This design comes from an exercise in tuning for small area and a short achievable clock period on the open sky130 flow, not from production work.
Only simulation tests tie the RTL to the original design; equivalence was not proved.
Power and IR drop assume default switching activity.

File: flow/run.sh
#!/bin/bash
# synth_recipe.tcl (not shown) runs the flow's synth.tcl, then flattens the netlist and writes it again
# the make line also repeats each setting of config.mk as NAME=value (left out here)
make -C /OpenROAD-flow-scripts/flow DESIGN_CONFIG=/design/flow/config.mk WORK_HOME=/design/flow/orfs CLKGATE_MAP_FILE= SYNTH_SCRIPT=/design/flow/synth_recipe.tcl finish
File: flow/config.mk
export PLATFORM = sky130hd
export DESIGN_NAME = cpu
export DESIGN_NICKNAME = cpu
export VERILOG_FILES = /design/flow/design.v
export SDC_FILE = /design/flow/constraint.sdc
export NUM_CORES = 4
export LEC_CHECK = 0
export CAP_MARGIN = 20
export CORE_MARGIN = 2
export CORE_UTILIZATION = 40
export SLEW_MARGIN = 20
File: flow/constraint.sdc
create_clock -name core_clock -period 13.0 [get_ports {clk_i}]
set_input_delay 2.6000 -clock core_clock [delete_from_list [all_inputs] [get_ports {clk_i}]]
set_output_delay 2.6000 -clock core_clock [all_outputs]
set_load 0.01 [all_outputs]
File: flow/design.v
module cpu(
    input clk_i,
    input rst_n_i,
    output [63:0] pc_o,
    output [63:0] imem_addr_o,
    input  [31:0] imem_data_i,
    output [63:0] dmem_addr_o,
    output [63:0] dmem_wdata_o,
    output        dmem_wen_o,
    output        dmem_ren_o,
    input  [63:0] dmem_rdata_i
);
    reg  [63:1] f_pc;
    reg  [63:1] d_pc;
    reg  [19:0] d_irc;       
    reg  [31:20] d_ird;
    reg  [63:1] e_pc;
    reg  [63:0] e_op1;       
    reg  [63:0] e_op2;       
    reg  [11:0] e_simm;      
    reg         e_wen, e_load, e_store;
    reg  [4:0]  e_rd;
    reg  [2:0]  e_f3;
    reg         e_alu;       
    reg         e_sub, e_word, e_arith;
    reg         e_fm1, e_fw1, e_fm2, e_fw2;    
    reg  [63:1] m_pc;
    reg  [63:0] m_alu;       
    reg  [63:0] m_sdata;
    reg         m_wen, m_load, m_store;
    reg  [4:0]  m_rd;
    reg  [2:0]  m_f3;
    reg  [63:1] w_pc;
    reg  [63:0] w_data;
    reg         w_wen;
    reg  [4:0]  w_rd;
    wire [31:0] ir  = {d_ird, d_irc};
    wire [4:0]  rs1 = ir[19:15];
    wire [4:0]  rs2 = ir[24:20];
    wire [4:0]  rd  = ir[11:7];
    wire [2:0]  f3  = ir[14:12];
    wire [31:1] sel1, sel2;
    wire [63:0] col [1:31];
    genvar g, b;
    generate
        for (g = 1; g < 32; g = g + 1) begin : rf
            reg [63:0] x;
            always @(posedge clk_i)
                if (w_wen && (w_rd == g)) x <= w_data;
            assign col[g] = x;
            assign sel1[g] = (rs1 == g);
            assign sel2[g] = (rs2 == g);
        end
    endgenerate
    wire [63:0] rf_r1, rf_r2;
    generate
        for (b = 0; b < 64; b = b + 1) begin : rd_bit
            wire [31:1] v;
            for (g = 1; g < 32; g = g + 1) begin : c
                assign v[g] = col[g][b];
            end
            assign rf_r1[b] = |(v & sel1);
            assign rf_r2[b] = |(v & sel2);
        end
    endgenerate
    wire [6:0] opc = ir[6:0];
    wire o_lui   = (opc == 7'b0110111);
    wire o_auipc = (opc == 7'b0010111);
    wire o_jal   = (opc == 7'b1101111);
    wire o_jalr  = (opc == 7'b1100111);
    wire o_br    = (opc == 7'b1100011);
    wire o_load  = (opc == 7'b0000011);
    wire o_store = (opc == 7'b0100011);
    wire o_imm   = (opc == 7'b0010011);
    wire o_rr    = (opc == 7'b0110011);
    wire o_imm32 = (opc == 7'b0011011);
    wire o_rr32  = (opc == 7'b0111011);
    wire f7ok    = (ir[31:25] == 7'b0000000) | (ir[31:25] == 7'b0100000);
    wire f6ok    = (ir[31:26] == 6'b000000)  | (ir[31:26] == 6'b010000);
    wire f3_0 = (f3 == 3'b000);
    wire f3_1 = (f3 == 3'b001);
    wire f3_5 = (f3 == 3'b101);
    wire i_jal   = o_jal;
    wire i_jalr  = o_jalr;
    wire i_br    = o_br & (f3[2] | ~f3[1]);                  
    wire i_load  = o_load & ~(f3 == 3'b111);
    wire i_store = o_store & ~f3[2];                          
    wire i_nonu  = o_load | o_store | o_imm | o_rr | o_imm32 | o_rr32;    
    wire c_rr    = o_rr | o_rr32;                             
    wire d_wen   = o_lui | o_auipc | o_jal | o_jalr | i_load
                 | (o_imm & ~(f3_5 & ~f6ok))
                 | (o_rr & ~((f3_0 | f3_5) & ~f7ok))
                 | (o_imm32 & (f3_0 | f3_1 | (f3_5 & f7ok)))
                 | (o_rr32 & (((f3_0 | f3_5) & f7ok) | f3_1));
    wire i_lui   = ~ir[6] & ir[2] & ir[5];
    wire i_alu   = ~ir[6] & ~ir[2] & ir[4];                   
    wire i_rr    = i_alu & ir[5];                             
    wire r1e = (rs1 == e_rd);
    wire r2e = (rs2 == e_rd);
    wire r1m = (rs1 == m_rd);
    wire r2m = (rs2 == m_rd);
    wire ld_use = e_load & ((r1e & i_nonu) | (r2e & c_rr));
    wire br_c   = i_br & ((e_wen & (r1e | r2e)) | (m_load & (r1m | r2m)));
    wire jr_c   = i_jalr & ((e_wen & r1e) | (m_load & r1m));
    wire st_c   = i_store & ((e_wen & r2e) | (m_load & r2m));
    wire stall  = ld_use | br_c | jr_c | st_c;
    wire rs1nz = |rs1;
    wire rs2nz = |rs2;
    wire r1w = rs1nz & w_wen & (rs1 == w_rd);
    wire r2w = rs2nz & w_wen & (rs2 == w_rd);
    wire [63:0] R1 = r1w ? w_data : rf_r1;
    wire [63:0] R2 = r2w ? w_data : rf_r2;
    wire r1mf = rs1nz & m_wen & r1m;
    wire r2mf = rs2nz & m_wen & r2m;
    wire [63:0] B1 = r1mf ? m_alu : R1;
    wire [63:0] B2 = r2mf ? m_alu : R2;
    wire [63:0] immI = {{52{ir[31]}}, ir[31:20]};
    wire [63:0] immU = {{32{ir[31]}}, ir[31:12], 12'b0};
    wire [63:0] immB = {{52{ir[31]}}, ir[7], ir[30:25], ir[11:8], 1'b0};
    wire [63:0] immJ = {{44{ir[31]}}, ir[19:12], ir[20], ir[30:21], 1'b0};
    wire eq  = (B1 == B2);
    wire ltu = (B1 < B2);
    wire lt  = (B1[63] ^ B2[63]) ? B1[63] : ltu;
    wire cnd = f3[2] ? (f3[1] ? ltu : lt) : eq;
    wire taken = i_br & (cnd ^ f3[0]);
    wire redirect = taken | i_jal | i_jalr;
    wire [63:0] t_base = i_jalr ? B1 : {d_pc, 1'b0};
    wire [63:0] t_off  = i_jalr ? immI : i_jal ? immJ : immB;
    wire [63:0] t_sum  = t_base + t_off;
    wire [63:1] pc4 = {f_pc[63:2] + 62'd1, f_pc[1]};
    always @(posedge clk_i or negedge rst_n_i) begin
        if (~rst_n_i) begin
            f_pc <= 63'b0;
            d_pc <= 63'b0;
            d_irc <= 20'h00013;    
        end else begin
            if (!stall) begin
                f_pc <= redirect ? t_sum[63:1] : pc4;
                if (!redirect) d_pc <= f_pc;
                d_irc <= redirect ? 20'h00013 : imem_data_i[19:0];
            end
        end
    end
    always @(posedge clk_i) begin
        if (!stall) begin
            d_ird  <= imem_data_i[31:20];
        end
    end
    wire [63:0] imm_alu = ir[2] ? (ir[6] ? 64'd4 : immU) : immI;
    always @(posedge clk_i or negedge rst_n_i) begin
        if (~rst_n_i) begin
            e_pc    <= 63'b0;
            e_wen   <= 1'b0;
            e_load  <= 1'b0;
            e_store <= 1'b0;
        end else begin
            if (!stall) e_pc <= d_pc;
            e_wen   <= ~stall & d_wen;
            e_load  <= ~stall & i_load;
            e_store <= ~stall & i_store;
        end
    end
    always @(posedge clk_i) begin
        e_op1  <= ir[2] ? (i_lui ? 64'b0 : {d_pc, 1'b0}) : R1;
        e_op2  <= i_store ? B2 : i_rr ? R2 : imm_alu;
        e_simm <= {ir[31:25], ir[11:7]};
        e_rd   <= rd;
        e_f3   <= f3;
        e_alu  <= i_alu;
        e_sub  <= i_alu & (((f3 == 3'b000) & i_rr & ir[30]) | (f3 == 3'b010) | (f3 == 3'b011));
        e_word <= i_alu & ir[3];
        e_arith <= ir[30];
        e_fm1  <= ~ir[2] & rs1nz & e_wen & r1e;
        e_fw1  <= ~ir[2] & rs1nz & m_wen & r1m;
        e_fm2  <= i_rr & rs2nz & e_wen & r2e;
        e_fw2  <= i_rr & rs2nz & m_wen & r2m;
    end
    wire [63:0] a = e_fm1 ? m_alu : e_fw1 ? w_data : e_op1;
    wire [63:0] bb = e_fm2 ? m_alu : e_fw2 ? w_data : e_op2;
    wire [63:0] bs = e_store ? {{52{e_simm[11]}}, e_simm} : bb;
    wire [65:0] s  = {1'b0, a, 1'b1} + {1'b0, bs ^ {64{e_sub}}, e_sub};
    wire [63:0] sum = s[64:1];
    wire cout = s[65];
    wire slt  = (a[63] ^ bb[63]) ? a[63] : ~cout;
    wire [2:0] af3 = e_alu ? e_f3 : 3'b000;
    wire left = (af3 == 3'b001);
    wire fill = e_arith & (af3 == 3'b101) & (e_word ? a[31] : a[63]);
    wire [5:0] sh = {bb[5] & ~e_word, bb[4:0]};
    wire [63:0] a_rev;
    generate
        for (b = 0; b < 64; b = b + 1) begin : rev_a
            assign a_rev[b] = a[63 - b];
        end
    endgenerate
    wire [63:0] sx = left ? a_rev : e_word ? {{32{fill}}, a[31:0]} : a;
    wire signed [64:0] sxs = {fill, sx};
    wire [64:0] sy = sxs >>> sh;
    wire [63:0] sr;
    generate
        for (b = 0; b < 64; b = b + 1) begin : rev_y
            assign sr[b] = left ? sy[63 - b] : sy[b];
        end
    endgenerate
    reg [63:0] r;
    always @* begin
        case (af3)
            3'b000: r = sum;
            3'b001: r = sr;
            3'b010: r = {63'b0, slt};
            3'b011: r = {63'b0, ~cout};
            3'b100: r = a ^ bb;
            3'b101: r = sr;
            3'b110: r = a | bb;
            default: r = a & bb;
        endcase
    end
    wire [63:0] res = e_word ? {{32{r[31]}}, r[31:0]} : r;
    always @(posedge clk_i or negedge rst_n_i) begin
        if (~rst_n_i) begin
            m_pc    <= 63'b0;
            m_wen   <= 1'b0;
            m_load  <= 1'b0;
            m_store <= 1'b0;
        end else begin
            m_pc    <= e_pc;
            m_wen   <= e_wen;
            m_load  <= e_load;
            m_store <= e_store;
        end
    end
    always @(posedge clk_i) begin
        m_alu   <= res;
        m_sdata <= e_op2;
        m_rd    <= e_rd;
        m_f3    <= e_f3;
    end
    wire [1:0] sz = m_f3[1:0];
    assign dmem_addr_o  = m_alu;
    assign dmem_wen_o   = m_store;
    assign dmem_ren_o   = m_load;
    assign dmem_wdata_o = {(sz == 2'b11) ? m_sdata[63:32] : dmem_rdata_i[63:32],
                           sz[1]          ? m_sdata[31:16] : dmem_rdata_i[31:16],
                           (|sz)          ? m_sdata[15:8]  : dmem_rdata_i[15:8],
                           m_sdata[7:0]};
    wire ls = ~m_f3[2];
    reg [63:0] ld;
    always @* begin
        case (sz)
            2'b00: ld = {{56{ls & dmem_rdata_i[7]}},  dmem_rdata_i[7:0]};
            2'b01: ld = {{48{ls & dmem_rdata_i[15]}}, dmem_rdata_i[15:0]};
            2'b10: ld = {{32{ls & dmem_rdata_i[31]}}, dmem_rdata_i[31:0]};
            default: ld = dmem_rdata_i;
        endcase
    end
    always @(posedge clk_i or negedge rst_n_i) begin
        if (~rst_n_i) begin
            w_pc  <= 63'b0;
            w_wen <= 1'b0;
        end else begin
            w_pc  <= m_pc;
            w_wen <= m_wen;
        end
    end
    always @(posedge clk_i) begin
        w_data <= m_load ? ld : m_alu;
        w_rd   <= m_rd;
    end
    assign pc_o        = {w_pc, 1'b0};
    assign imem_addr_o = {f_pc, 1'b0};
endmodule
==> flow_summary.json, run 1 <==
{
  "result_of_the_run": "timing/DRC/antenna clean",
  "routabilityCongestion": 1.06,
  "achievable-frequency_ghz": 0.108,
  "post_route_cells_drive_above_1_share": 0.120,
  "cts.sinks": 2693,
  "grt_antenna_before_repair": 71,
  "std_cell_rows": 210,
  "grt.met3_usage": 0.193,
  "synthCells": 11000,
  "post_synth.cell_area_avg_um2": 11.9,
  "total_leakage_power_nw": 54.7,
  "wl_um": 765000,
  "start_util": 0.401,
  "synth_area_um2": 131000,
  "cts_htree_levels": 5,
  "ys_async_sr_fraction": 0.127,
  "io-pin-count": 356,
  "powerDensity_nw_per_um2": 194,
  "clk_path_buf_depth": 4,
  "grt_max_degree": 145,
  "fillerInstances": 29300,
  "drt_pre_antenna_iters": 17,
  "overflow": 0,
  "drt_drc_violations_left": 0,
  "slew_headroom": 0.127,
  "number_of_buffers_inserted_for_hold_repair_after_clock_tree_synthesis": 0,
  "total_negative_slack_ns": 0,
  "areaGrowthSynthToFinish_pct": 15.9,
  "detail_route.iter0.violations": 26200,
  "vdd_drop_max_mv": 0.152,
  "hold_path_class": "reg2reg",
  "die_h_um": 576,
  "final_core_util": 0.465,
  "clock_latency_ns": 1.00,
  "cts.repair_timing.setup_buffer_count": 0,
  "dp.final_hpwl_um": 470000,
  "required_ns": 13.80,
  "fin_worst_skew_ns": 0.0942,
  "drv_cap": 0,
  "yosysWarningCount": 1,
  "clock_root_buffer": "clkbuf_16",
  "grt.busiest_layer": "met2",
  "path_class": "reg2reg",
  "worst_setup_path_end_kind": "flop",
  "floorplan.die_area_um2": 332000,
  "dieWidth_um": 576,
  "arrival_ns": 10.11,
  "synth-seq-cells": 2693,
  "critical_path_peak_fanout": 53,
  "grtUsageMet2": 0.622,
  "rsz_0062_raised_after_global_routing": "false",
  "viasPerCell": 7.50,
  "timing_worst_slew_pin_value_ns": 1.31,
  "synth_flop_cell": "edfxtp_1",
  "reg2reg_depth": 25,
  "post-route-min-period_ns": 9.30,
  "count_of_unique_library_cells_instantiated_by_yosys": 107,
  "wire_per_inst_um": 48.1,
  "hold_path_depth": 0,
  "post_cts_resize_count": 0,
  "synth_enable_flop_cells": 1996,
  "report.final.hold_viol_count": 0,
  "detailroute.via_count": 119000,
  "critical_path.startpoint_type": "flop",
  "cts_tree": "done",
  "cts-buffers-inserted": 300,
  "seq_area_frac_synth": 0.577,
  "finalInstanceArea_um2": 152000,
  "clk_transition_reported_paths_ns": 0.06,
  "post-route-period-util": 0.716,
  "core_area_um2": 327000,
  "drv_slew": 0,
  "final-setup-viol-count": 0,
  "nets": 11700,
  "numPortBuffers": 353,
  "number_of_global_route_vias_before_repair": 112000,
  "grt_util_all_layers": 0.444,
  "remaining_antenna_violation_count_after_routing": 0,
  "met1_routing_resource_usage_after_global_routing": 0.554,
  "grt_first_pass_wirelength_um": 1000000,
  "postPlaceCellArea_um2": 142000
}
report_power, final:
| part | switching (mW) | internal (mW) |
|---|---|---|
| combinational | 5.50 | 2.45 |
| clock | 3.84 | 5.16 |
| sequential | 1.60 | 10.9 |
layout by cell type (no fill, tap or decap), types with 43 or more instances in the layout:
cell type / netlist / routed
a21o_1: 108 / 108
clkinv_2: 0 / 43
clkbuf_1: 624 / 57
dfrtp_1: 339 / 337
mux2i_1: 403 / 398
xor2_1: 148 / 148
buf_4: 27 / 371
nand2_1: 611 / 608
a221oi_1: 518 / 518
clkinv_1: 2 / 45
xnor2_1: 100 / 100
o21a_1: 55 / 49
nor2_1: 734 / 636
edfxtp_1: 1996 / 1996
o211ai_1: 65 / 65
nor3_1: 175 / 148
clkbuf_16: 0 / 304
dfxtp_1: 355 / 334
ha_1: 319 / 319
inv_1: 187 / 185
a211oi_1: 44 / 43
nor2_4: 1 / 100
diode_2: 0 / 44
mux2_2: 250 / 250
a22oi_1: 906 / 906
nand4_1: 292 / 292
buf_12: 0 / 51
a21oi_1: 714 / 710
a22o_1: 520 / 520
a222oi_1: 127 / 127
nand3_1: 269 / 268
clkdlybuf4s50_1: 0 / 352
o21ai_0: 329 / 324
per-layer routing:
metal,vias up,share of wire
met1,58500,0.35
met2,12800,0.40
met3,3460,0.17
li1,44400,-
met4,46,0.087
met5,-,0.0013
critical path, stage by stage (launching register included):
cell,delay [ns]
edfxtp_1,0.36
buf_4,0.22
inv_1,0.19
nand2_1,0.48
nor2_4,1.12
buf_4,0.58
a22o_1,0.22
a221oi_1,0.05
nand3_1,0.14
nor3_1,0.07
a21oi_1,0.83
mux2i_1,0.33
ha_1,0.43
nand4_1,0.22
nor2_1,0.20
nand2_1,0.12
nor3_1,0.50
nand4_1,0.24
o211ai_1,0.27
o21ai_1,0.17
xnor2_1,0.39
o21ai_4,0.07
buf_4,0.30
nor2_4,0.38
buf_4,0.66
mux2_2,0.42
flip-flops by register name, summed over array words and instances (netlist names), 3 cells and up:
name	cells
w_pc	63
e_f3	3
e_op2	64
m_pc	63
m_rd	5
w_data	64
e_rd	4
m_sdata	64
m_f3	3
d_ird	12
m_alu	64
d_pc	63
e_pc	63
rf.x	1984
e_op1	64
w_rd	5
f_pc	63
e_simm	8
d_irc	20
kinds of logic (layout without fill, tap and decap cells):
group | count (synthesis) | after routing | share of synthesized area
multiplexers | 684 | 684 | 0.0553
flip-flops | 2693 | 2693 | 0.577
XOR/XNOR | 248 | 248 | 0.0166
other | 1 | 46 | 0.0000286
AO/OA/AOI/OAI | 3724 | 3724 | 0.207
buffers and inverters | 1031 | 1511 | 0.0314
adder cells (fa/ha/maj) | 320 | 320 | 0.0306
AND/OR/NAND/NOR | 2318 | 2318 | 0.0816
synthesized netlist by cell type (329+ instances only):
cell / n / area (um^2)
a22oi_1: 906 / 6800
nor2_1: 734 / 2760
dfrtp_1: 339 / 8480
edfxtp_1: 1996 / 59900
a22o_1: 520 / 4550
a221oi_1: 518 / 4540
dfxtp_1: 355 / 7110
a21oi_1: 714 / 3570
clkbuf_1: 624 / 2340
mux2i_1: 403 / 4030
nand2_1: 611 / 2290
o21ai_0: 329 / 1650
path summary, 6_finish.rpt:
check                          start        to  slack (ns)
min                         m_pc[20]  w_pc[20]        0.34
min in group asynchronous    rst_n_i  w_pc[11]        1.80
min reg2reg                 m_pc[20]  w_pc[20]        0.34
max in group asynchronous    rst_n_i  m_pc[47]        9.84
max                        d_ird[20]  d_pc[39]        3.70
max reg2reg                d_ird[20]  d_pc[39]        3.70
layout make-up:
class	instances	area, um^2	share of cell area
Multi-Input combinational cell	7296	52500	0.345
Clock inverter	169	2140	0.0141
Inverter	190	713	0.00470
Timing Repair Buffer	780	7390	0.0487
Tap cell	4346	5440	0.0358
Clock buffer	372	7970	0.0525
Antenna cell	44	110	0.000725
Sequential cell	2693	75600	0.498
per-stage QoR:
| step | hold WS (ns) | std cells | total power [mW] | setup slack, ns |
|---|---|---|---|---|
| 3_5_place_dp | 0.335 | 15300 | 20.0 | 4.31 |
| 6_report | 0.341 | 15900 | 29.5 | 3.70 |
| 5_1_grt | 0.353 | 15900 | 29.9 | 3.92 |
| 2_1_floorplan | 0.326 | 11000 | 15.3 | 7.18 |
| 3_3_place_gp | 0.336 | 15300 | 20.0 | 3.91 |
| 4_1_cts | 0.341 | 15800 | 28.9 | 4.27 |
==> inputs of run 2 (changes only) <==
--- a/flow/design.v
+++ b/flow/design.v
@@ -26,7 +26,8 @@
     reg         e_fm1, e_fw1, e_fm2, e_fw2;    
     reg  [63:1] m_pc;
     reg  [63:0] m_alu;       
-    reg  [63:0] m_sdata;
+    reg  [63:0] m_sdata;     
+    reg  [2:0]  m_keep;      
     reg         m_wen, m_load, m_store;
     reg  [4:0]  m_rd;
     reg  [2:0]  m_f3;
@@ -39,6 +40,8 @@
     wire [4:0]  rs2 = ir[24:20];
     wire [4:0]  rd  = ir[11:7];
     wire [2:0]  f3  = ir[14:12];
+    wire [4:0]  frs1 = imem_data_i[19:15];
+    wire [4:0]  frs2 = imem_data_i[24:20];
     wire [31:1] sel1, sel2;
     wire [63:0] col [1:31];
     genvar g, b;
@@ -48,8 +51,8 @@
             always @(posedge clk_i)
                 if (w_wen && (w_rd == g)) x <= w_data;
             assign col[g] = x;
-            assign sel1[g] = (rs1 == g);
-            assign sel2[g] = (rs2 == g);
+            assign sel1[g] = (frs1 == g);
+            assign sel2[g] = (frs2 == g);
         end
     endgenerate
     wire [63:0] rf_r1, rf_r2;
@@ -63,6 +66,12 @@
             assign rf_r2[b] = |(v & sel2);
         end
     endgenerate
+    wire f1w = (|frs1) & w_wen & (frs1 == w_rd);
+    wire f2w = (|frs2) & w_wen & (frs2 == w_rd);
+    wire [63:0] F1 = f1w ? w_data : rf_r1;
+    wire [63:0] F2 = f2w ? w_data : rf_r2;
+    reg  [63:0] q1, q2;
+    reg         s1m, s1w, s2m, s2w;
     wire [6:0] opc = ir[6:0];
     wire o_lui   = (opc == 7'b0110111);
     wire o_auipc = (opc == 7'b0010111);
@@ -106,14 +115,10 @@
     wire stall  = ld_use | br_c | jr_c | st_c;
     wire rs1nz = |rs1;
     wire rs2nz = |rs2;
-    wire r1w = rs1nz & w_wen & (rs1 == w_rd);
-    wire r2w = rs2nz & w_wen & (rs2 == w_rd);
-    wire [63:0] R1 = r1w ? w_data : rf_r1;
-    wire [63:0] R2 = r2w ? w_data : rf_r2;
-    wire r1mf = rs1nz & m_wen & r1m;
-    wire r2mf = rs2nz & m_wen & r2m;
-    wire [63:0] B1 = r1mf ? m_alu : R1;
-    wire [63:0] B2 = r2mf ? m_alu : R2;
+    wire [63:0] R1 = s1w ? w_data : q1;
+    wire [63:0] R2 = s2w ? w_data : q2;
+    wire [63:0] B1 = s1m ? m_alu : R1;
+    wire [63:0] B2 = s2m ? m_alu : R2;
     wire [63:0] immI = {{52{ir[31]}}, ir[31:20]};
     wire [63:0] immU = {{32{ir[31]}}, ir[31:12], 12'b0};
     wire [63:0] immB = {{52{ir[31]}}, ir[7], ir[30:25], ir[11:8], 1'b0};
@@ -124,10 +129,16 @@
     wire cnd = f3[2] ? (f3[1] ? ltu : lt) : eq;
     wire taken = i_br & (cnd ^ f3[0]);
     wire redirect = taken | i_jal | i_jalr;
-    wire [63:0] t_base = i_jalr ? B1 : {d_pc, 1'b0};
-    wire [63:0] t_off  = i_jalr ? immI : i_jal ? immJ : immB;
-    wire [63:0] t_sum  = t_base + t_off;
-    wire [63:1] pc4 = {f_pc[63:2] + 62'd1, f_pc[1]};
+    wire [63:0] t_bj, t_jr;
+    wire        t_bj_c, t_jr_c;
+    pfx_add #(.N(64), .KIND(1)) add_bj (.a({d_pc, 1'b0}), .b(i_jal ? immJ : immB), .cin(1'b0), .s(t_bj), .cout(t_bj_c));
+    pfx_add #(.N(64), .KIND(0)) add_jr (.a(B1), .b(immI), .cin(1'b0), .s(t_jr), .cout(t_jr_c));
+    wire [4:0] x1 = stall ? rs1 : frs1;    
+    wire [4:0] x2 = stall ? rs2 : frs2;
+    wire [63:2] pc4_hi;
+    wire        pc4_c;
+    pfx_add #(.N(62), .KIND(1)) add_pc4 (.a(f_pc[63:2]), .b(62'd0), .cin(1'b1), .s(pc4_hi), .cout(pc4_c));
+    wire [63:1] pc4 = {pc4_hi, f_pc[1]};
     always @(posedge clk_i or negedge rst_n_i) begin
         if (~rst_n_i) begin
             f_pc <= 63'b0;
@@ -135,7 +146,7 @@
             d_irc <= 20'h00013;    
         end else begin
             if (!stall) begin
-                f_pc <= redirect ? t_sum[63:1] : pc4;
+                f_pc <= (taken | i_jal) ? t_bj[63:1] : i_jalr ? t_jr[63:1] : pc4;
                 if (!redirect) d_pc <= f_pc;
                 d_irc <= redirect ? 20'h00013 : imem_data_i[19:0];
             end
@@ -145,6 +156,12 @@
         if (!stall) begin
             d_ird  <= imem_data_i[31:20];
         end
+        q1 <= stall ? R1 : F1;
+        q2 <= stall ? R2 : F2;
+        s1m <= (|x1) & e_wen & (x1 == e_rd);
+        s1w <= (|x1) & m_wen & (x1 == m_rd);
+        s2m <= (|x2) & e_wen & (x2 == e_rd);
+        s2w <= (|x2) & m_wen & (x2 == m_rd);
     end
     wire [63:0] imm_alu = ir[2] ? (ir[6] ? 64'd4 : immU) : immI;
     always @(posedge clk_i or negedge rst_n_i) begin
@@ -162,7 +179,7 @@
     end
     always @(posedge clk_i) begin
         e_op1  <= ir[2] ? (i_lui ? 64'b0 : {d_pc, 1'b0}) : R1;
-        e_op2  <= i_store ? B2 : i_rr ? R2 : imm_alu;
+        e_op2  <= (i_rr | i_store) ? R2 : imm_alu;
         e_simm <= {ir[31:25], ir[11:7]};
         e_rd   <= rd;
         e_f3   <= f3;
@@ -172,15 +189,15 @@
         e_arith <= ir[30];
         e_fm1  <= ~ir[2] & rs1nz & e_wen & r1e;
         e_fw1  <= ~ir[2] & rs1nz & m_wen & r1m;
-        e_fm2  <= i_rr & rs2nz & e_wen & r2e;
-        e_fw2  <= i_rr & rs2nz & m_wen & r2m;
+        e_fm2  <= (i_rr | i_store) & rs2nz & e_wen & r2e;
+        e_fw2  <= (i_rr | i_store) & rs2nz & m_wen & r2m;
     end
     wire [63:0] a = e_fm1 ? m_alu : e_fw1 ? w_data : e_op1;
     wire [63:0] bb = e_fm2 ? m_alu : e_fw2 ? w_data : e_op2;
     wire [63:0] bs = e_store ? {{52{e_simm[11]}}, e_simm} : bb;
-    wire [65:0] s  = {1'b0, a, 1'b1} + {1'b0, bs ^ {64{e_sub}}, e_sub};
-    wire [63:0] sum = s[64:1];
-    wire cout = s[65];
+    wire [63:0] sum;
+    wire        cout;
+    pfx_add #(.N(64), .KIND(0)) add_alu (.a(a), .b(bs ^ {64{e_sub}}), .cin(e_sub), .s(sum), .cout(cout));
     wire slt  = (a[63] ^ bb[63]) ? a[63] : ~cout;
     wire [2:0] af3 = e_alu ? e_f3 : 3'b000;
     wire left = (af3 == 3'b001);
@@ -214,6 +231,7 @@
             default: r = a & bb;
         endcase
     end
+    wire [2:0] e_keep = {~(e_f3[1] & e_f3[0]), ~e_f3[1], ~(e_f3[1] | e_f3[0])};
     wire [63:0] res = e_word ? {{32{r[31]}}, r[31:0]} : r;
     always @(posedge clk_i or negedge rst_n_i) begin
         if (~rst_n_i) begin
@@ -230,7 +248,8 @@
     end
     always @(posedge clk_i) begin
         m_alu   <= res;
-        m_sdata <= e_op2;
+        m_sdata <= {bb[63:32] & {32{~e_keep[2]}}, bb[31:16] & {16{~e_keep[1]}}, bb[15:8] & {8{~e_keep[0]}}, bb[7:0]};
+        m_keep  <= e_keep;
         m_rd    <= e_rd;
         m_f3    <= e_f3;
     end
@@ -238,10 +257,10 @@
     assign dmem_addr_o  = m_alu;
     assign dmem_wen_o   = m_store;
     assign dmem_ren_o   = m_load;
-    assign dmem_wdata_o = {(sz == 2'b11) ? m_sdata[63:32] : dmem_rdata_i[63:32],
-                           sz[1]          ? m_sdata[31:16] : dmem_rdata_i[31:16],
-                           (|sz)          ? m_sdata[15:8]  : dmem_rdata_i[15:8],
-                           m_sdata[7:0]};
+    assign dmem_wdata_o = m_sdata | {dmem_rdata_i[63:32] & {32{m_keep[2]}},
+                                     dmem_rdata_i[31:16] & {16{m_keep[1]}},
+                                     dmem_rdata_i[15:8]  & {8{m_keep[0]}},
+                                     8'b0};
     wire ls = ~m_f3[2];
     reg [63:0] ld;
     always @* begin
@@ -268,3 +287,42 @@
     assign pc_o        = {w_pc, 1'b0};
     assign imem_addr_o = {f_pc, 1'b0};
 endmodule
+module pfx_add #(parameter N = 64, parameter KIND = 0, parameter LV = 6) (    
+    input  [N-1:0] a,
+    input  [N-1:0] b,
+    input          cin,
+    output [N-1:0] s,
+    output         cout
+);
+    reg [N-1:0] g, p;
+    integer l, i, j;
+    always @* begin
+        p = a ^ b;
+        g = a & b;
+        g[0] = g[0] | (p[0] & cin);
+        if (KIND == 0) begin
+            for (l = 0; l < LV; l = l + 1)
+                for (i = 0; i < N; i = i + 1)
+                    if ((i >> l) & 1) begin
+                        j = ((i >> l) << l) - 1;
+                        g[i] = g[i] | (p[i] & g[j]);
+                        p[i] = p[i] & p[j];
+                    end
+        end else begin
+            for (l = 0; l < LV; l = l + 1)
+                for (i = (2 << l) - 1; i < N; i = i + (2 << l)) begin
+                    j = i - (1 << l);
+                    g[i] = g[i] | (p[i] & g[j]);
+                    p[i] = p[i] & p[j];
+                end
+            for (l = LV - 2; l >= 0; l = l - 1)
+                for (i = 3 * (1 << l) - 1; i < N; i = i + (2 << l)) begin
+                    j = i - (1 << l);
+                    g[i] = g[i] | (p[i] & g[j]);
+                    p[i] = p[i] & p[j];
+                end
+        end
+    end
+    assign s = (a ^ b) ^ {g[N-2:0], cin};
+    assign cout = g[N-1];
+endmodule
==> flow/flow/run.sh (new file) <==
#!/bin/bash
set -euo pipefail
cd "$(dirname "$0")/.."
bash standard.sh SETUP_SLACK_MARGIN=7.5 "BUFFER_PORTS_ARGS=-buffer_cell sky130_fd_sc_hd__buf_2" finish > flow_make.log 2>&1
==> flow/standard.sh (new file) <==
#!/bin/bash
# synth_recipe.tcl (not shown) runs the flow's synth.tcl, then flattens the netlist and writes it again
# the make line also repeats each setting of config.mk as NAME=value (left out here)
make -C /OpenROAD-flow-scripts/flow DESIGN_CONFIG=/design/flow/config.mk WORK_HOME=/design/flow/orfs CLKGATE_MAP_FILE= SYNTH_SCRIPT=/design/flow/synth_recipe.tcl "${@:-finish}"
--- a/flow/config.mk
+++ b/flow/config.mk
@@ -8,4 +8,6 @@
 export CAP_MARGIN = 20
 export CORE_MARGIN = 2
 export CORE_UTILIZATION = 40
+export CTS_CLUSTER_DIAMETER = 70
+export CTS_CLUSTER_SIZE = 30
 export SLEW_MARGIN = 20
removed: flow/run.sh
==> run 2 against run 1 <==
Net effect: die area increased by 4.1%; non-clock buffer count increased by 138; first-iteration DRC count increased by 0.14%; combinational power decreased by 11%; clock skew increased by 0.0011 ns; fmax increased by 59%; worst hold slack got worse by 0.011 ns; global-route usage decreased by 2.9 points; via count increased by 2.7%; highest routed layer unchanged; wire length decreased by 1.9%; total power decreased by 9.7%; sequential power increased by 4%.
==> flow_summary.json, run 2 <==
{
  "viasPerCell": 7.50,
  "cts.sinks": 2828,
  "synth_top_area_frac": 0.439,
  "required_ns": 13.84,
  "drv_cap": 0,
  "count_of_unique_library_cells_instantiated_by_yosys": 100,
  "numPortBuffers": 353,
  "final-setup-viol-count": 0,
  "dp.final_hpwl_um": 451000,
  "fin_worst_skew_ns": 0.0953,
  "clk_transition_reported_paths_ns": 0.11,
  "layout.cells.most_common": "edfxtp_1",
  "launching_element_of_the_worst_setup_path": "imem_data_i[16]",
  "largest-register": "rf.x",
  "nets": 12200,
  "synth_flop_cell": "edfxtp_1",
  "synth.top_cells.by_area": "edfxtp_1, dfxtp_1, dfrtp_1",
  "core_area_um2": 340000,
  "reg2reg_depth": 26,
  "arrival_ns": 6.69,
  "synth_enable_flop_cells": 1996,
  "detailroute.via_count": 123000,
  "fin_hold_ws_ns": 0.329,
  "grt_antenna_before_repair": 73,
  "post-route-min-period_ns": 5.85,
  "achievable-frequency_ghz": 0.171,
  "grt_max_degree": 215,
  "drt_drc_violations_left": 0,
  "wl_um": 750000,
  "post_route_cells_drive_above_1_share": 0.157,
  "grt_first_pass_wirelength_um": 993000,
  "ys_async_sr_fraction": 0.121,
  "slowest_stage": "nor3_1",
  "fillerInstances": 30900,
  "cts_htree_levels": 4,
  "critical_path_peak_fanout": 34,
  "hold_path_depth": 0,
  "largest_register_ffs": 1984,
  "std_cell_rows": 214,
  "final_core_util": 0.455,
  "synth_area_um2": 136000,
  "wire_per_inst_um": 45.9,
  "clock_latency_ns": 0.99,
  "die_h_um": 588,
  "dieWidth_um": 588,
  "cts_tree": "done",
  "timing_worst_slew_pin_value_ns": 1.33,
  "slew_headroom": 0.109,
  "powerDensity_nw_per_um2": 173,
  "post-route-period-util": 0.450,
  "synth.top_cells.by_count": "edfxtp_1, a22oi_1, nand2_1",
  "finalInstanceArea_um2": 154000,
  "number_of_global_route_vias_before_repair": 114000,
  "delay_of_the_slowest_cell_on_the_worst_path_ns": 1.06,
  "io-pin-count": 356,
  "result_of_the_run": "timing/DRC/antenna clean",
  "clock_root_buffer": "clkbuf_16",
  "yosys.cell_count.top_type": "edfxtp_1",
  "min-delay-start": "m_pc[55]",
  "start_util": 0.402,
  "seq_area_frac_synth": 0.574,
  "critical_path.startpoint_type": "input pin",
  "path_class": "in2reg",
  "layout_common_cells": "edfxtp_1, a22oi_1, nand2_1, nor2_1, a221oi_1",
  "routabilityCongestion": 1.02,
  "worst_r2r_startpoint": "d_irc[4]",
  "worst_setup_path_end_kind": "flop",
  "overflow": 0,
  "drv_slew": 0,
  "total_negative_slack_ns": 0,
  "clk_path_buf_depth": 4,
  "postPlaceCellArea_um2": 145000,
  "synth-seq-cells": 2828,
  "ordered_cell_list_for_the_critical_path": "buf_2, or2_2, nor2_4, buf_4, buf_4, a22o_1, a221oi_1, nand4_1, nor3_1, nand2_1, o221a_2",
  "yosysWarningCount": 4,
  "floorplan.die_area_um2": 346000,
  "grt_util_all_layers": 0.415,
  "place_ws_ns": 5.88,
  "rsz_0062_raised_after_global_routing": "true",
  "post_synth.cell_area_avg_um2": 12.0,
  "drt_pre_antenna_iters": 14,
  "least_setup_slack_across_all_paths_after_layout_ns": 7.15,
  "report.final.hold_viol_count": 0,
  "remaining_antenna_violation_count_after_routing": 0,
  "cp_common_cell": "buf_4",
  "biggest_area_consumer_among_synthesized_cells": "edfxtp_1",
  "cts-buffers-inserted": 171,
  "hold_path_class": "reg2reg",
  "vdd_drop_max_mv": 0.138,
  "total_leakage_power_nw": 56.5,
  "areaGrowthSynthToFinish_pct": 13.1,
  "synthCells": 11400,
  "detail_route.iter0.violations": 26200
}
[run 2: final cells by class]
type | count | area (um^2) | area share
Clock inverter | 122 | 1750 | 0.0113
Sequential cell | 2828 | 78400 | 0.508
Inverter | 256 | 996 | 0.00645
Antenna cell | 43 | 108 | 0.000697
Clock buffer | 192 | 4440 | 0.0288
Multi-Input combinational cell | 7434 | 55400 | 0.359
Tap cell | 4536 | 5680 | 0.0368
Timing Repair Buffer | 918 | 7540 | 0.0489
[run 2: timing repair]
action | in CTS | in global routing
setup buffers | 76 | 53
hold buffers | 0 | 0
pin swaps | 10 | 18
resized for setup | 210 | 110
cloned | 1 | 3
setup endpoints to repair | 260 | 219
hold endpoints to repair | 0 | 0
[run 2: power by group]
group          total [mW]  switching (mW)  internal [mW]
sequential           13.0            1.64           11.4
clock                6.52            3.77           2.75
combinational        7.08            4.85           2.23
[run 2: critical path: cells and delay by family]
family | cells | cell delay [ns]
AOI/OAI and AO/OA | 3 | 0.84
buffers and inverters | 3 | 1.34
and+or+nand+nor | 5 | 1.85
[run 2: per-stage QoR]
step	power, mW	cells
floorplan	15.7	11400
global placement	19.6	15800
detailed placement	19.7	15800
CTS	26.1	16200
global route	27.1	16300
finish	26.6	16300
[run 2: path summary, 6_finish.rpt]
kind	slack [ns]	end
max in group asynchronous	8.83	m_pc[55]
hold reg to reg	0.33	w_pc[55]
setup / recovery	7.15	q1[28]
setup reg to reg	7.43	f_pc[63]
min in group asynchronous	1.74	w_pc[8]
hold / removal	0.33	w_pc[55]
[run 2: per-layer routing]
layer,up-vias,routed length (um),GRT usage,share of wire
li1,45700,-,-,-
met1,60400,266000,0.540,0.35
met2,13000,297000,0.575,0.40
met3,3343,122000,0.154,0.16
met4,42,64700,0.275,0.086
met5,-,719,0.00411,0.00096
[run 2: cell families after synthesis]
| kind of cell | count (synthesis) | share of synthesized area |
|---|---|---|
| AO/OA/AOI/OAI | 3827 | 0.210 |
| other | 1 | 0.0000275 |
| XOR/XNOR | 273 | 0.0175 |
| buffers and inverters | 1109 | 0.0313 |
| adder cells (fa/ha/maj) | 450 | 0.0436 |
| multiplexers | 598 | 0.0464 |
| AND/OR/NAND/NOR | 2283 | 0.0772 |
| flip-flops | 2828 | 0.574 |
==> inputs of run 3 (changes only) <==
--- a/flow/design.v
+++ b/flow/design.v
@@ -14,6 +14,7 @@
     reg  [63:1] d_pc;
     reg  [19:0] d_irc;       
     reg  [31:20] d_ird;
+    reg         d_jal, d_jalr, d_br;    
     reg  [63:1] e_pc;
     reg  [63:0] e_op1;       
     reg  [63:0] e_op2;       
@@ -89,9 +90,14 @@
     wire f3_0 = (f3 == 3'b000);
     wire f3_1 = (f3 == 3'b001);
     wire f3_5 = (f3 == 3'b101);
-    wire i_jal   = o_jal;
-    wire i_jalr  = o_jalr;
-    wire i_br    = o_br & (f3[2] | ~f3[1]);                  
+    wire i_jal   = d_jal;                                     
+    wire i_jalr  = d_jalr;                                    
+    wire i_br    = d_br;                                      
+    wire [6:0] fopc = imem_data_i[6:0];
+    wire [2:0] ff3  = imem_data_i[14:12];
+    wire f_jal  = (fopc == 7'b1101111);
+    wire f_jalr = (fopc == 7'b1100111);
+    wire f_br   = (fopc == 7'b1100011) & (ff3[2] | ~ff3[1]);
     wire i_load  = o_load & ~(f3 == 3'b111);
     wire i_store = o_store & ~f3[2];                          
     wire i_nonu  = o_load | o_store | o_imm | o_rr | o_imm32 | o_rr32;    
@@ -129,10 +135,9 @@
     wire cnd = f3[2] ? (f3[1] ? ltu : lt) : eq;
     wire taken = i_br & (cnd ^ f3[0]);
     wire redirect = taken | i_jal | i_jalr;
-    wire [63:0] t_bj, t_jr;
-    wire        t_bj_c, t_jr_c;
-    pfx_add #(.N(64), .KIND(1)) add_bj (.a({d_pc, 1'b0}), .b(i_jal ? immJ : immB), .cin(1'b0), .s(t_bj), .cout(t_bj_c));
-    pfx_add #(.N(64), .KIND(0)) add_jr (.a(B1), .b(immI), .cin(1'b0), .s(t_jr), .cout(t_jr_c));
+    wire [63:0] t_sum;
+    wire        t_c;
+    pfx_add #(.N(64), .KIND(0)) add_t (.a(i_jalr ? B1 : {d_pc, 1'b0}), .b(i_jalr ? immI : i_jal ? immJ : immB), .cin(1'b0), .s(t_sum), .cout(t_c));
     wire [4:0] x1 = stall ? rs1 : frs1;    
     wire [4:0] x2 = stall ? rs2 : frs2;
     wire [63:2] pc4_hi;
@@ -144,11 +149,17 @@
             f_pc <= 63'b0;
             d_pc <= 63'b0;
             d_irc <= 20'h00013;    
+            d_jal  <= 1'b0;
+            d_jalr <= 1'b0;
+            d_br   <= 1'b0;
         end else begin
             if (!stall) begin
-                f_pc <= (taken | i_jal) ? t_bj[63:1] : i_jalr ? t_jr[63:1] : pc4;
+                f_pc <= redirect ? t_sum[63:1] : pc4;
                 if (!redirect) d_pc <= f_pc;
                 d_irc <= redirect ? 20'h00013 : imem_data_i[19:0];
+                d_jal  <= ~redirect & f_jal;
+                d_jalr <= ~redirect & f_jalr;
+                d_br   <= ~redirect & f_br;
             end
         end
     end
==> run 3 against run 2 <==
Net effect: via count decreased by 3.3%; first-iteration DRC count increased by 7.2%; count of clock-buffer cells in the layout decreased by 3; design area decreased by 1.7%; final cell count decreased by 3.7%; critical path depth unchanged; combinational power increased by 13%; non-clock buffer count decreased by 15; largest cell class unchanged; critical endpoint is now q2[60].
==> flow_summary.json, run 3 <==
{
  "drt_drc_violations_left": 0,
  "achievable-frequency_ghz": 0.173,
  "cp_common_cell": "buf_4",
  "drv_slew": 0,
  "areaGrowthSynthToFinish_pct": 12.7,
  "routabilityCongestion": 1.07,
  "cts_htree_levels": 4,
  "remaining_antenna_violation_count_after_routing": 0,
  "dp.final_hpwl_um": 456000,
  "reg2reg_depth": 12,
  "fillerInstances": 30000,
  "synth_top_area_frac": 0.446,
  "holdPathEnd": "w_pc[61]",
  "slew_headroom": 0.117,
  "cts.sinks": 2831,
  "clk_transition_reported_paths_ns": 0.11,
  "die_h_um": 584,
  "postPlaceCellArea_um2": 143000,
  "ordered_cell_list_for_the_critical_path": "buf_2, nand3b_1, nor2_4, buf_4, buf_4, a22o_1, a221oi_1, nand4_1, nor3_1, nand2_1, o221a_2",
  "delay_of_the_slowest_cell_on_the_worst_path_ns": 0.82,
  "result_of_the_run": "timing/DRC/antenna clean",
  "dieWidth_um": 584,
  "slowest_stage": "nor3_1",
  "timing.reg2reg.setup_slack_ns": 7.45,
  "wl_um": 738000,
  "hold_path_depth": 0,
  "synth.top_cells.by_count": "edfxtp_1, a22oi_1, nor2_1",
  "report.final.hold_viol_count": 0,
  "count_of_unique_library_cells_instantiated_by_yosys": 104,
  "overflow": 0,
  "drv_cap": 0,
  "synth.top_cells.by_area": "edfxtp_1, dfxtp_1, dfrtp_1",
  "largest_register_ffs": 1984,
  "rsz_0062_raised_after_global_routing": "true",
  "arrival_ns": 6.65,
  "post_synth.cell_area_avg_um2": 12.4,
  "fin_worst_skew_ns": 0.0689,
  "total_leakage_power_nw": 54.5,
  "post_route_cells_drive_above_1_share": 0.176,
  "worst_r2r_startpoint": "e_f3[1]",
  "number_of_global_route_vias_before_repair": 111000,
  "critical_path_peak_fanout": 33,
  "start_util": 0.403,
  "critical_path.startpoint_type": "input pin",
  "cts_tree": "done",
  "synthCells": 10900,
  "worst_setup_path_end_kind": "flop",
  "finalInstanceArea_um2": 152000,
  "synth_flop_cell": "edfxtp_1",
  "vdd_drop_max_mv": 0.162,
  "io-pin-count": 356,
  "yosys.cell_count.top_type": "edfxtp_1",
  "clock_latency_ns": 0.98,
  "synth-seq-cells": 2831,
  "seq_area_frac_synth": 0.583,
  "critical_path.top_delay_family": "simple AND/OR/NAND/NOR gates",
  "grt_first_pass_wirelength_um": 977000,
  "layout_common_cells": "edfxtp_1, a22oi_1, nor2_1, a221oi_1, a22o_1",
  "floorplan.die_area_um2": 341000,
  "std_cell_rows": 212,
  "final_core_util": 0.454,
  "synth_area_um2": 135000,
  "clock_root_buffer": "clkbuf_16",
  "ys_async_sr_fraction": 0.122,
  "wire_per_inst_um": 46.9,
  "viasPerCell": 7.53,
  "clk_path_buf_depth": 4,
  "nets": 11600,
  "layout.cells.most_common": "edfxtp_1",
  "detail_route.iter0.violations": 28100,
  "final-setup-viol-count": 0,
  "grt_max_degree": 185,
  "grt_util_all_layers": 0.419,
  "post-route-min-period_ns": 5.78,
  "numPortBuffers": 353,
  "critical_path_buf_inv_count": 3,
  "drt_pre_antenna_iters": 14,
  "yosysWarningCount": 3,
  "required_ns": 13.87,
  "post-route-period-util": 0.445,
  "largest-register": "rf.x",
  "synth_enable_flop_cells": 1996,
  "grt_antenna_before_repair": 105,
  "r2r_end": "m_alu[61]",
  "core_area_um2": 334000,
  "hold_path_class": "reg2reg",
  "number_of_buffers_inserted_for_hold_repair_after_clock_tree_synthesis": 0,
  "total_negative_slack_ns": 0,
  "biggest_area_consumer_among_synthesized_cells": "edfxtp_1",
  "detailroute.via_count": 118000,
  "path_class": "in2reg",
  "cts-buffers-inserted": 166,
  "timing_worst_slew_pin_value_ns": 1.31,
  "min-delay-start": "m_pc[61]",
  "powerDensity_nw_per_um2": 180
}
## run 3: timing repair
action | in CTS | in global routing
setup endpoints to repair | 235 | 176
endpoints found under the hold margin | 0 | 0
resized for setup | 135 | 71
buffers inserted | 53 | 38
pin swaps | 5 | 1
gates cloned | 2 | 0
## run 3: how the worst max path moves through the flow
stage,to,cells past startpoint,from
2_1_floorplan,m_alu[33],24,w_data[2]
3_3_place_gp,q1[9],10,imem_data_i[16]
3_5_place_dp,q1[9],10,imem_data_i[16]
4_1_cts,dmem_wdata_o[31],3,dmem_rdata_i[31]
5_1_grt,dmem_wdata_o[31],3,dmem_rdata_i[31]
6_report,q2[60],11,imem_data_i[24]
## run 3: cell families (layout without fill, tap and decap cells)
group	after synthesis	after routing	share of synthesized area
xor gates and xnor gates	204	204	0.0133
muxes	897	897	0.0721
AOI/OAI and AO/OA	3600	3600	0.198
DFF	2831	2831	0.583
buffers and inverters	1017	1395	0.0304
adders and majority gates	358	358	0.0340
other	1	73	0.0000279
and+or+nand+nor	1974	1976	0.0692
## run 3: power breakdown
group          total, mW  switching, mW  internal, mW  leakage [nW]
logic               7.99           5.57          2.42          25.3
clock network       6.55           3.70          2.85          3.00
registers           12.8           1.36          11.5          26.2
total               27.4           10.6          16.7          54.5
## run 3: cell type report
cell class / instances / area, um^2 / share of cell area
Tap cell: 4387 / 5490 / 0.0362
Clock inverter: 115 / 1830 / 0.0120
Multi-Input combinational cell: 7037 / 53400 / 0.352
Clock buffer: 189 / 4450 / 0.0294
Sequential cell: 2831 / 78400 / 0.517
Inverter: 188 / 716 / 0.00472
Antenna cell: 71 / 178 / 0.00117
Timing Repair Buffer: 903 / 7090 / 0.0468
## run 3: metrics by stage
| step | setup WS [ns] | cells | power [mW] | hold slack (ns) |
|---|---|---|---|---|
| 3_3_place_gp | 6.41 | 15200 | 20.3 | 0.333 |
| 3_5_place_dp | 6.36 | 15200 | 20.3 | 0.335 |
| 2_1_floorplan | 7.61 | 10900 | 16.0 | 0.326 |
| 5_1_grt | 7.31 | 15700 | 27.8 | 0.355 |
| 6_report | 7.22 | 15700 | 27.4 | 0.325 |
| 4_1_cts | 7.33 | 15600 | 26.7 | 0.348 |
## run 3: per-layer routing
layer,part of all wire,global-route usage
met5,0.00065,0.00312
met1,0.33,0.497
met3,0.16,0.175
met2,0.40,0.592
met4,0.10,0.342
==> inputs of run 4 (changes only) <==
==> flow/flow/run.sh (replaced) <==
#!/bin/bash
set -euo pipefail
cd "$(dirname "$0")/.."
bash standard.sh SETUP_SLACK_MARGIN=7.8 "BUFFER_PORTS_ARGS=-buffer_cell sky130_fd_sc_hd__buf_2" finish > flow_make.log 2>&1
--- a/flow/config.mk
+++ b/flow/config.mk
@@ -8,6 +8,6 @@
 export CAP_MARGIN = 20
 export CORE_MARGIN = 2
 export CORE_UTILIZATION = 40
-export CTS_CLUSTER_DIAMETER = 70
-export CTS_CLUSTER_SIZE = 30
+export CTS_CLUSTER_DIAMETER = 65
+export CTS_CLUSTER_SIZE = 28
 export SLEW_MARGIN = 20
==> run 4 against run 3 <==
Net effect: still clean on timing, DRC and antenna; sequential power about the same; final cell count increased by 0.34%; die area unchanged; global-route usage decreased by 0.061 points; wire length increased by 0.14%; combinational power increased by 2%; critical path depth decreased by 8; count of clock-buffer cells in the layout unchanged; critical path type is now in2out; largest cell class unchanged; largest power group unchanged.
==> flow_summary.json, run 4 <==
{
  "cp_num_cells": 3,
  "critical_path.startpoint_type": "input pin",
  "drt_drc_violations_left": 0,
  "total_leakage_power_nw": 55.3,
  "hold_path_depth": 0,
  "synth-seq-cells": 2831,
  "yosysWarningCount": 3,
  "dp.final_hpwl_um": 455000,
  "slowest_stage": "a21o_4",
  "nets": 11700,
  "fin_worst_skew_ns": 0.0628,
  "postPlaceCellArea_um2": 143000,
  "post-route-min-period_ns": 5.69,
  "synthCells": 10900,
  "drv_slew": 0,
  "total_negative_slack_ns": 0,
  "number_of_global_route_vias_before_repair": 111000,
  "finalInstanceArea_um2": 153000,
  "remaining_antenna_violation_count_after_routing": 0,
  "required_ns": 10.40,
  "overflow": 0,
  "critical_path_buf_inv_count": 2,
  "cts.sinks": 2831,
  "rsz_0062_raised_after_global_routing": "true",
  "dieWidth_um": 584,
  "least_setup_slack_across_all_paths_after_layout_ns": 7.31,
  "grt_util_all_layers": 0.419,
  "yosys.cell_count.top_type": "edfxtp_1",
  "numPlacedInstances": 15300,
  "powerDensity_nw_per_um2": 181,
  "detailroute.via_count": 118000,
  "place_ws_ns": 6.01,
  "clock_root_buffer": "clkbuf_16",
  "seq_area_frac_synth": 0.583,
  "critical_path_peak_fanout": 2,
  "hold_path_class": "reg2reg",
  "cts-buffers-inserted": 179,
  "arrival_ns": 3.09,
  "grt_antenna_before_repair": 83,
  "reg2reg_depth": 12,
  "io-pin-count": 356,
  "fin_hold_ws_ns": 0.347,
  "cts_htree_levels": 4,
  "viasPerCell": 7.49,
  "timing_worst_slew_pin_value_ns": 1.38,
  "layout_common_cells": "edfxtp_1, a22oi_1, nor2_1, a221oi_1, buf_4",
  "areaGrowthSynthToFinish_pct": 13.8,
  "final_cell_count_no_fill": 15800,
  "drv_cap": 0,
  "post-route-period-util": 0.438,
  "wire_per_inst_um": 46.8,
  "post_synth.cell_area_avg_um2": 12.4,
  "report.power.total_mw": 27.7,
  "largest_register_ffs": 1984,
  "start_util": 0.403,
  "std_cell_rows": 212,
  "grt_max_degree": 110,
  "synth_top_area_frac": 0.446,
  "ys_async_sr_fraction": 0.122,
  "final_core_util": 0.458,
  "final-setup-viol-count": 0,
  "synth.top_cells.by_area": "edfxtp_1, dfxtp_1, dfrtp_1",
  "biggest_area_consumer_among_synthesized_cells": "edfxtp_1",
  "worst_setup_path_end_kind": "output pin",
  "post_route_cells_drive_above_1_share": 0.190,
  "core_area_um2": 334000,
  "synth_flop_cell": "edfxtp_1",
  "timing.reg2reg.setup_slack_ns": 7.50,
  "synth_enable_flop_cells": 1996,
  "wl_um": 739000,
  "critical_path.top_delay_family": "buffers and inverters",
  "cts_tree": "done",
  "number_of_buffers_inserted_for_hold_repair_after_clock_tree_synthesis": 0,
  "path_class": "in2out",
  "count_of_unique_library_cells_instantiated_by_yosys": 104,
  "synth.top_cells.by_count": "edfxtp_1, a22oi_1, nor2_1",
  "routabilityCongestion": 1.04,
  "clock_latency_ns": 0.96,
  "clk_path_buf_depth": 4,
  "die_h_um": 584,
  "report.final.hold_viol_count": 0,
  "clk_transition_reported_paths_ns": 0.10,
  "result_of_the_run": "timing/DRC/antenna clean",
  "ordered_cell_list_for_the_critical_path": "buf_12, a21o_4, buf_6",
  "numPortBuffers": 353,
  "vdd_drop_max_mv": 0.154,
  "slew_headroom": 0.0809,
  "delay_of_the_slowest_cell_on_the_worst_path_ns": 0.24,
  "achievable-frequency_ghz": 0.176,
  "grt_first_pass_wirelength_um": 977000,
  "floorplan.die_area_um2": 341000,
  "drt_pre_antenna_iters": 17,
  "largest-register": "rf.x",
  "synth_area_um2": 135000,
  "detail_route.iter0.violations": 25500,
  "layout.cells.most_common": "edfxtp_1"
}
[run 4: where the power goes]
| group | internal (mW) | leakage [nW] | switching (mW) | total (mW) |
|---|---|---|---|---|
| registers | 11.5 | 26.2 | 1.34 | 12.8 |
| clock network | 2.92 | 3.15 | 3.82 | 6.74 |
| logic | 2.49 | 25.9 | 5.64 | 8.13 |
[run 4: worst paths after layout]
| path | start | endpoint |
|---|---|---|
| max | dmem_rdata_i[19] | dmem_wdata_o[19] |
| min | m_pc[25] | w_pc[25] |
| max reg2reg | e_alu | m_alu[55] |
| min reg2reg | m_pc[25] | w_pc[25] |
| max in group asynchronous | rst_n_i | d_pc[10] |
| min in group asynchronous | rst_n_i | f_pc[28] |
[run 4: final cells by class]
type	instances	area, um^2
repair buffers	952	7640
inverters	188	732
diodes	50	125
clock inverters	133	1860
flip-flops and latches	2831	78400
well taps	4387	5490
clock buffers	189	4630
multi-input cells	7044	54200
fillers	29900	181000
[run 4: worst reg2reg max path, stage by stage, from the launching register on]
cell and delay [ns]:
dfxtp_2 0.64, and4bb_4 0.67, buf_4 0.51, buf_4 0.51
mux2i_1 0.56, mux2i_1 0.28, mux2i_1 0.36, o22ai_1 0.13
o21ai_0 0.29, a21oi_1 0.15, nor4b_2 0.98, a311oi_1 0.14
o21ai_0 0.23
[run 4: cells by family (layout without fill, tap and decap cells)]
| logic type | count (synthesis) | after routing | share of synthesized area |
|---|---|---|---|
| other | 1 | 52 | 0.0000279 |
| multiplexers | 897 | 897 | 0.0721 |
| adder cells (fa/ha/maj) | 358 | 358 | 0.0340 |
| buffers and inverters | 1017 | 1462 | 0.0304 |
| flip-flops | 2831 | 2831 | 0.583 |
| AO/OA/AOI/OAI | 3600 | 3601 | 0.198 |
| AND/OR/NAND/NOR | 1974 | 1982 | 0.0692 |
| XOR/XNOR | 204 | 204 | 0.0133 |
[run 4: repair_timing]
| action | in CTS | in global routing |
|---|---|---|
| cloned | 7 | 5 |
| endpoints found under the setup margin | 373 | 260 |
| buffers inserted | 84 | 48 |
| gates resized for setup | 274 | 128 |
| pin swaps | 25 | 27 |
| endpoints found under the hold margin | 0 | 0 |
[run 4: routing by layer]
layer,share of wire,global-route usage,up-vias
li1,-,-,44100
met4,0.11,0.344,36
met5,0.00035,0.00383,-
met1,0.33,0.501,58000
met3,0.15,0.159,3635
met2,0.41,0.596,12300

==> what the ideal ports hide <==
The flow's constraints put no driver on any port. The routed layouts listed below were extracted and timed again, unchanged, in two steps. Step 1 assumes that a clkbuf_16 drives the clock port and a buf_2 every other input. Step 2 also shifts input and output timing later by t, the mid clock arrival at the registers, as if the neighbouring blocks saw the same clock. Three values: ideal, step 1, step 2; two values: the first two.
| run | t (ns) | setup slack, ns | worst hold slack (ns) | clock arrival spread, ns | worst slew at a driven data input, ns |
|---|---|---|---|---|---|
| run 1 | 1.055 | 3.698 / 3.698 / 3.698 | 0.341 / 0.341 / 0.341 | 0.102 / 0.102 | 0.13 |
| run 2 | 1.047 | 7.150 / 7.175 / 6.128 | 0.329 / 0.329 / 0.329 | 0.116 / 0.116 | 0.17 |
| run 3 | 1.056 | 7.220 / 7.242 / 6.186 | 0.325 / 0.325 / 0.325 | 0.091 / 0.091 | 0.12 |
| run 4 | 1.054 | 7.309 / 7.261 / 6.618 | 0.347 / 0.347 / 0.347 | 0.075 / 0.075 | 0.13 |
After both steps every run listed still meets setup and hold. The setup slack of run 3, which loses most, moves by +0.022 ns with the drivers and by -1.034 ns with both steps.
